This design comes from an exercise in tuning for small area on the open sky130 flow, not from production work.
The RTL was checked by simulation tests, not by an equivalence proof against the original design.

## synapse
module synapse #(
    parameter DW = 16, T_DW = 4
)(
    input wire clk,
    input wire rst,
    input wire en,
    input wire [DW - 1 : 0] weights_w,
    input wire write_enable,
    output reg [DW - 1 : 0] weights_r,
    input wire read_enable,
    input wire pre_spiking,
    output reg signed [DW - 1 : 0] spking_value,
    output reg post_en,
    input wire update_en,
    input wire signed [DW - 1 : 0] learning_rate
);
    localparam IDLE = 2'd0, FORWARD = 2'd1, COMPUTE = 2'd2, UPDATE = 2'd3;
    reg [1:0] fsm_state;
    reg compute_finish, delay_for_mul1, delay_for_mul2;
    reg [T_DW-1:0] pre_trace, pre_trace_temp;
    reg [DW-1:0] weights;
    always @(posedge clk)
        if (rst) fsm_state <= IDLE;
        else if (en) case (fsm_state)
            IDLE:    fsm_state <= FORWARD;
            FORWARD: if (update_en) fsm_state <= COMPUTE;
            COMPUTE: if (compute_finish) fsm_state <= UPDATE;
            default: fsm_state <= FORWARD;
        endcase
    always @(posedge clk)
        if (rst) pre_trace <= 0;
        else if (en && pre_spiking) pre_trace <= pre_trace + 1'b1;
    always @(posedge clk)
        if (rst) begin
            spking_value <= 0;
            post_en <= 0;
        end else if (en) begin
            if (pre_spiking) spking_value <= weights;
            post_en <= pre_spiking;
        end
    wire run = (fsm_state == COMPUTE);
    reg [4:0] iteration;
    reg repeated;
    always @(posedge clk)
        if (!run) begin
            iteration <= 5'd30;
            repeated <= 1'b1;
        end else if (!repeated && (iteration == 5'd3 || iteration == 5'd12))
            repeated <= 1'b1;
        else begin
            iteration <= iteration + 1'b1;
            repeated <= 1'b0;
        end
    wire done = (iteration == 5'd16);
    wire [3:0] it_sat = iteration[3:0] | {4{iteration[4]}};
    wire first = run & repeated & iteration[4];
    wire [15:0] tangle = iteration[4] ? 16'd0 :
  ...
For scale: ~72 I/O pins, ~20,000 µm² of cells after synthesis.
==> flow/config.mk <==
export PLATFORM = sky130hd
export DESIGN_NAME = synapse
export DESIGN_NICKNAME = synapse
export VERILOG_FILES = /design/flow/design.v
export SDC_FILE = /design/flow/constraint.sdc
export NUM_CORES = 4
export LEC_CHECK = 0
export ABC_AREA = 1
export CAP_MARGIN = 0
export CORE_MARGIN = 2
export CORE_UTILIZATION = 55
export CTS_BUF_LIST = sky130_fd_sc_hd__clkbuf_16
export CTS_CLUSTER_DIAMETER = 80
export CTS_CLUSTER_SIZE = 30
export PLACE_DENSITY = 0.7
export SLEW_MARGIN = 0
==> flow/constraint.sdc <==
create_clock -name core_clock -period 10.0 [get_ports {clk}]
set_input_delay 2.0000 -clock core_clock [delete_from_list [all_inputs] [get_ports {clk}]]
set_output_delay 2.0000 -clock core_clock [all_outputs]
set_load 0.01 [all_outputs]
standard.sh (not shown) runs the stock make flow with config.mk's settings and CLKGATE_MAP_FILE= SYNTH_SCRIPT=/design/flow/synth_recipe.tcl, a recipe that flattens the netlist after the stock synthesis.
==> flow/flow/run.sh <==
#!/bin/bash
# Own layout flow: the standard flow, with two extra steps after the
# standard synthesis, each kept only if ABC's cec finds the result
# equivalent to the standard netlist (registers as cut points):
#  1. polarity.py re-chooses the polarity of the full-adder cells (a full
#     adder is self-dual) and of some simple gates to drop inverters;
#  2. resyn.sh re-maps the logic between the adders and registers with an
#     area-oriented ABC script.
# Each tool's output goes to a log file of its own in this folder.
set -euo pipefail
R=orfs/results/${FLOW_PLATFORM:-sky130hd}/synapse/base
TOP=${FLOW_TOP:-synapse}
bash standard.sh synth > std_synth.log 2>&1
cp $R/1_2_yosys.v synth_standard.v
cur=synth_standard.v
if python3 flow/polarity.py $cur synth_polarity.v > polarity.log 2>&1 \
   && bash flow/cec.sh synth_standard.v synth_polarity.v $TOP > cec_polarity.log 2>&1 \
   && grep -q "Networks are equivalent" cec_polarity.log; then
  cur=synth_polarity.v
fi
if bash flow/resyn.sh $cur synth_resyn.v $TOP > resyn.log 2>&1 \
   && bash flow/cec.sh synth_standard.v synth_resyn.v $TOP > cec_resyn.log 2>&1 \
   && grep -q "Networks are equivalent" cec_resyn.log; then
  cur=synth_resyn.v
fi
echo "netlist used: $cur" > netlist_used.log
if [[ $cur != synth_standard.v ]]; then
  sleep 1
  cp $cur $R/1_2_yosys.v
fi
bash standard.sh > std_layout.log 2>&1
==> flow/flow/resyn.sh <==
#!/bin/bash
# resyn.sh IN.v OUT.v TOP: re-map the combinational logic of a mapped netlist
# with an area-oriented ABC script. Full adders, half adders, flip-flops and
# tie cells are kept as they are (so every register keeps its cell and name);
# the logic between them is read as the library's cell functions and mapped
# again onto the platform's cells, leaving out its don't-use cells.
set -euo pipefail
FH=${FLOW_HOME:-/OpenROAD-flow-scripts/flow}
L=$FH/platforms/sky130hd/lib/sky130_fd_sc_hd__tt_025C_1v80.lib
DU=$(sed -n '/^export DONT_USE_CELLS += /,/^#/p' $FH/platforms/sky130hd/config.mk \
     | grep -o "sky130_fd_sc_hd__[a-z0-9_]*" | sed 's/^/-dont_use /' | tr '\n' ' ')
printf 'set_driving_cell sky130_fd_sc_hd__buf_1\nset_load 5\n' > resyn_abc.constr
yosys -q -l resyn_yosys.log -p "
read_liberty -ignore_miss_func $L
setattr -mod -set keep_hierarchy 1 sky130_fd_sc_hd__fa_1 sky130_fd_sc_hd__ha_1 sky130_fd_sc_hd__dfxtp_1 sky130_fd_sc_hd__conb_1
read_verilog $1
hierarchy -top $3
flatten
opt_clean
abc -D 10000 -liberty $L $DU -constr resyn_abc.constr -script flow/resyn.abc
opt_clean -purge
select $3
write_verilog -noattr -selected $2
"
Other scripts of this flow, unchanged in this note and not shown: flow/flow/cec.sh, flow/flow/polarity.py, flow/flow/resyn.abc
The starting point completed with no timing, DRC or antenna violations.
Edit:
--- a/flow/flow/run.sh
+++ b/flow/flow/run.sh
@@ -6,5 +6,5 @@
 #     adder is self-dual) and of some simple gates to drop inverters;
 #  2. resyn.sh re-maps the logic between the adders and registers with an
-#     area-oriented ABC script.
+#     area-oriented ABC script, twice (the second pass still finds savings).
 # Each tool's output goes to a log file of its own in this folder.
 set -euo pipefail
@@ -19,9 +19,11 @@
   cur=synth_polarity.v
 fi
-if bash flow/resyn.sh $cur synth_resyn.v $TOP > resyn.log 2>&1 \
-   && bash flow/cec.sh synth_standard.v synth_resyn.v $TOP > cec_resyn.log 2>&1 \
-   && grep -q "Networks are equivalent" cec_resyn.log; then
-  cur=synth_resyn.v
-fi
+for pass in 1 2; do
+  if bash flow/resyn.sh $cur synth_resyn$pass.v $TOP > resyn$pass.log 2>&1 \
+     && bash flow/cec.sh synth_standard.v synth_resyn$pass.v $TOP > cec_resyn$pass.log 2>&1 \
+     && grep -q "Networks are equivalent" cec_resyn$pass.log; then
+    cur=synth_resyn$pass.v
+  fi
+done
 echo "netlist used: $cur" > netlist_used.log
 if [[ $cur != synth_standard.v ]]; then
--- a/flow/flow/resyn.sh
+++ b/flow/flow/resyn.sh
@@ -11,5 +11,5 @@
      | grep -o "sky130_fd_sc_hd__[a-z0-9_]*" | sed 's/^/-dont_use /' | tr '\n' ' ')
 printf 'set_driving_cell sky130_fd_sc_hd__buf_1\nset_load 5\n' > resyn_abc.constr
-yosys -q -l resyn_yosys.log -p "
+yosys -q -l resyn_yosys_$(basename $2 .v).log -p "
 read_liberty -ignore_miss_func $L
 setattr -mod -set keep_hierarchy 1 sky130_fd_sc_hd__fa_1 sky130_fd_sc_hd__ha_1 sky130_fd_sc_hd__dfxtp_1 sky130_fd_sc_hd__conb_1
- CORE_UTILIZATION: 55 -> 65
- PLACE_DENSITY: 0.7 -> 0.8
Routed wire length goes up by 3.2%.
Global-route usage goes up by 7.5 points.
Critical path depth stays the same.
Worst hold slack gains 0.013 ns.
Clock-buffer cell count goes down by 2.
Edit:
- CORE_UTILIZATION: 65 -> 55
- PLACE_DENSITY: 0.8 -> 0.7
Effect:
- hold slack gets worse by 0.0084 ns
- non-clock buffer count is unchanged
- global-route usage went down by 6.6 points
- die area went up by about a fifth
Edit:
--- a/flow/flow/run.sh
+++ b/flow/flow/run.sh
@@ -6,5 +6,5 @@
 #     adder is self-dual) and of some simple gates to drop inverters;
 #  2. resyn.sh re-maps the logic between the adders and registers with an
-#     area-oriented ABC script, twice (the second pass still finds savings).
+#     area-oriented ABC script.
 # Each tool's output goes to a log file of its own in this folder.
 set -euo pipefail
@@ -19,11 +19,9 @@
   cur=synth_polarity.v
 fi
-for pass in 1 2; do
-  if bash flow/resyn.sh $cur synth_resyn$pass.v $TOP > resyn$pass.log 2>&1 \
-     && bash flow/cec.sh synth_standard.v synth_resyn$pass.v $TOP > cec_resyn$pass.log 2>&1 \
-     && grep -q "Networks are equivalent" cec_resyn$pass.log; then
-    cur=synth_resyn$pass.v
-  fi
-done
+if bash flow/resyn.sh $cur synth_resyn.v $TOP > resyn.log 2>&1 \
+   && bash flow/cec.sh synth_standard.v synth_resyn.v $TOP > cec_resyn.log 2>&1 \
+   && grep -q "Networks are equivalent" cec_resyn.log; then
+  cur=synth_resyn.v
+fi
 echo "netlist used: $cur" > netlist_used.log
 if [[ $cur != synth_standard.v ]]; then
--- a/flow/flow/resyn.sh
+++ b/flow/flow/resyn.sh
@@ -11,5 +11,5 @@
      | grep -o "sky130_fd_sc_hd__[a-z0-9_]*" | sed 's/^/-dont_use /' | tr '\n' ' ')
 printf 'set_driving_cell sky130_fd_sc_hd__buf_1\nset_load 5\n' > resyn_abc.constr
-yosys -q -l resyn_yosys_$(basename $2 .v).log -p "
+yosys -q -l resyn_yosys.log -p "
 read_liberty -ignore_miss_func $L
 setattr -mod -set keep_hierarchy 1 sky130_fd_sc_hd__fa_1 sky130_fd_sc_hd__ha_1 sky130_fd_sc_hd__dfxtp_1 sky130_fd_sc_hd__conb_1
- CTS_BUF_LIST: sky130_fd_sc_hd__clkbuf_16 -> sky130_fd_sc_hd__clkbuf_8
- CTS_CLUSTER_DIAMETER: 80 -> 60
- CTS_CLUSTER_SIZE: 30 -> 16
The new run produced a clean layout.
Count of clock-buffer cells in the layout went up by 11.
Routed wire length falls by 0.53%.
Sequential share of layout area fell by 0.18 points.
Worst setup slack got worse by 0.065 ns.
Fmax came out lower by about 0.7%.
Critical path depth stays the same.
Register-to-register slack loses 0.06 ns.
Die area rises by 0.85%.
Worst hold slack gets worse by 0.0030 ns.

========
Another version of the RTL of synapse (not shown whole).
Size in the first run: ~2300 cells after synthesis, roughly 72 I/O pins, ~0.021 mm2 of cells after synthesis.
==> flow/config.mk <==
export PLATFORM = sky130hd
export DESIGN_NAME = synapse
export DESIGN_NICKNAME = synapse
export VERILOG_FILES = /design/flow/design.v
export SDC_FILE = /design/flow/constraint.sdc
export NUM_CORES = 4
export LEC_CHECK = 0
export ABC_AREA = 1
export CAP_MARGIN = 0
export CORE_MARGIN = 2
export CORE_UTILIZATION = 40
export CTS_BUF_LIST = sky130_fd_sc_hd__clkbuf_4
export SLEW_MARGIN = 0
==> flow/constraint.sdc <==
create_clock -name core_clock -period 10.0 [get_ports {clk}]
set_input_delay 2.0000 -clock core_clock [delete_from_list [all_inputs] [get_ports {clk}]]
set_output_delay 2.0000 -clock core_clock [all_outputs]
set_load 0.01 [all_outputs]
==> flow/flow/run.sh <==
#!/bin/bash
# Own layout flow: the standard flow, with two extra steps after the
# standard synthesis, each kept only if ABC's cec finds the result
# equivalent to the standard netlist (registers as cut points):
#  1. polarity.py re-chooses the polarity of the full-adder cells (a full
#     adder is self-dual) and of some simple gates to drop inverters;
#  2. resyn.sh re-maps the logic between the adders and registers with an
#     area-oriented ABC script.
# Each tool's output goes to a log file of its own in this folder.
set -euo pipefail
R=orfs/results/${FLOW_PLATFORM:-sky130hd}/synapse/base
TOP=${FLOW_TOP:-synapse}
bash standard.sh synth > std_synth.log 2>&1
cp $R/1_2_yosys.v synth_standard.v
cur=synth_standard.v
if python3 flow/polarity.py $cur synth_polarity.v > polarity.log 2>&1 \
   && bash flow/cec.sh synth_standard.v synth_polarity.v $TOP > cec_polarity.log 2>&1 \
   && grep -q "Networks are equivalent" cec_polarity.log; then
  cur=synth_polarity.v
fi
if bash flow/resyn.sh $cur synth_resyn.v $TOP > resyn.log 2>&1 \
   && bash flow/cec.sh synth_standard.v synth_resyn.v $TOP > cec_resyn.log 2>&1 \
   && grep -q "Networks are equivalent" cec_resyn.log; then
  cur=synth_resyn.v
fi
echo "netlist used: $cur" > netlist_used.log
if [[ $cur != synth_standard.v ]]; then
  sleep 1
  cp $cur $R/1_2_yosys.v
fi
bash standard.sh > std_layout.log 2>&1
Other scripts of this flow, unchanged in this note and not shown: flow/flow/cec.sh, flow/flow/polarity.py, flow/flow/resyn.abc, flow/flow/resyn.sh
==> next run, changes <==
CORE_UTILIZATION = 55   (was 40)
CTS_BUF_LIST = sky130_fd_sc_hd__clkbuf_8   (was sky130_fd_sc_hd__clkbuf_4)
CTS_CLUSTER_DIAMETER = 60   (was default)
CTS_CLUSTER_SIZE = 16   (was default)
GPL_TIMING_DRIVEN = 0   (was default)
PLACE_DENSITY = 0.7   (was default)
Worst setup slack stays flat.
Register-to-register slack is about the same.
Critical path depth does not change.
Global-route usage went up by 7.5 points.
Design area went down by 2.0%.
==> next run, changes <==
GPL_TIMING_DRIVEN = default   (was 0)
After rerunning: Non-clock buffer count rises by 50. Utilization goes up by 0.36 points. Via count rose by 1.1%. Final area climbs by 0.59%.

========
rev 12:
synapse again, from the RTL that the note above started with.
export LEC_CHECK = 0
export ABC_AREA = 1
export CAP_MARGIN = 0
export CORE_MARGIN = 2
export CORE_UTILIZATION = 55
export CTS_BUF_LIST = sky130_fd_sc_hd__clkbuf_8
export CTS_CLUSTER_DIAMETER = 60
export CTS_CLUSTER_SIZE = 20
export PLACE_DENSITY = 0.7
export SLEW_MARGIN = 0
create_clock -name core_clock -period 10.0 [get_ports {clk}]
==> flow/flow/run.sh <==
#!/bin/bash
# Own layout flow: the standard flow, with one extra step after the
# standard synthesis: polarity.py re-chooses the polarity of the full-adder
# cells (a full adder is self-dual) to drop inverters between them. The
# rewritten netlist is checked against the standard one (ABC cec, registers
# as cut points) and used only if it is equivalent. Each tool's output goes
# to a log file of its own in this folder.
set -euo pipefail
R=orfs/results/${FLOW_PLATFORM:-sky130hd}/synapse/base
bash standard.sh synth > std_synth.log 2>&1
cp $R/1_2_yosys.v synth_standard.v
if python3 flow/polarity.py synth_standard.v synth_polarity.v > polarity.log 2>&1 \
   && bash flow/cec.sh synth_standard.v synth_polarity.v "${FLOW_TOP:-synapse}" > cec.log 2>&1 \
   && grep -q "Networks are equivalent" cec.log; then
  sleep 1
  cp synth_polarity.v $R/1_2_yosys.v
  echo "using the polarity-optimised netlist" >> polarity.log
else
  echo "keeping the standard netlist" >> polarity.log
fi
bash standard.sh > std_layout.log 2>&1
Other scripts of this flow, unchanged in this note and not shown: flow/flow/cec.sh, flow/flow/polarity.py
#### Input delta (rev 13 over rev 12)
Settings: removing CTS_CLUSTER_SIZE (formerly 20); removing PLACE_DENSITY (formerly 0.7); changing CORE_UTILIZATION from 55 to 40; changing CTS_BUF_LIST from sky130_fd_sc_hd__clkbuf_8 to sky130_fd_sc_hd__clkbuf_4; removing CTS_CLUSTER_DIAMETER (formerly 60).
==> summary.txt <==
Sequential share of layout area | rev 13 below rev 12. Going from rev 12 to rev 13, setup slack rose by 0.0079 ns; hold slack fell by 0.0053 ns; global-route usage fell by 7.8 points; remaining max-slew budget at the tightest pin fell by 7.2 points. Of rev 13 and rev 12, rev 13 shows the higher final wirelength, with rev 12 below it. Against rev 12, design area in rev 13 rose slightly.

-- separate check: timing with driven ports --
No port has a modelled driver above. Below, the same layouts with a new extraction and two added sets of constraints.
Step 1 sets driving cells, clkbuf_16 on the clock port and buf_2 on the other inputs (assumed; they add their load-dependent delay and slew).
Step 2 moves the port delays by t, midway between the first and last clock arrival at a register: inputs arrive t later, outputs are due t later. That takes back most of the time a late clock gives input paths.
Slacks: ideal / step 1 / step 2; pairs: ideal / step 1.
run | shift t [ns] | slack for setup (ns) | worst setup path at the end
the first run of note 1 | 0.554 | 0.471 / 0.471 / 0.471 | register to register
the second run of note 1 | 0.555 | 0.451 / 0.451 / 0.451 | register to register
the third run of note 1 | 0.538 | 0.475 / 0.475 / 0.475 | register to register
the fourth run of note 1 | 0.654 | 0.410 / 0.410 / 0.410 | register to register
the first run of note 2 | 0.825 | 0.399 / 0.399 / 0.399 | register to register
the second run of note 2 | 0.641 | 0.401 / 0.401 / 0.188 | input to register
the third run of note 2 | 0.660 | 0.442 / 0.442 / 0.274 | input to register
rev 12 | 0.643 | 0.438 / 0.438 / 0.438 | register to register
rev 13 | 0.836 | 0.446 / 0.446 / 0.446 | register to register
After both steps every run listed still meets setup and hold. For the second run of note 2, which loses most, drivers alone change the setup slack by 0.000 ns; drivers and shift together by -0.213 ns.
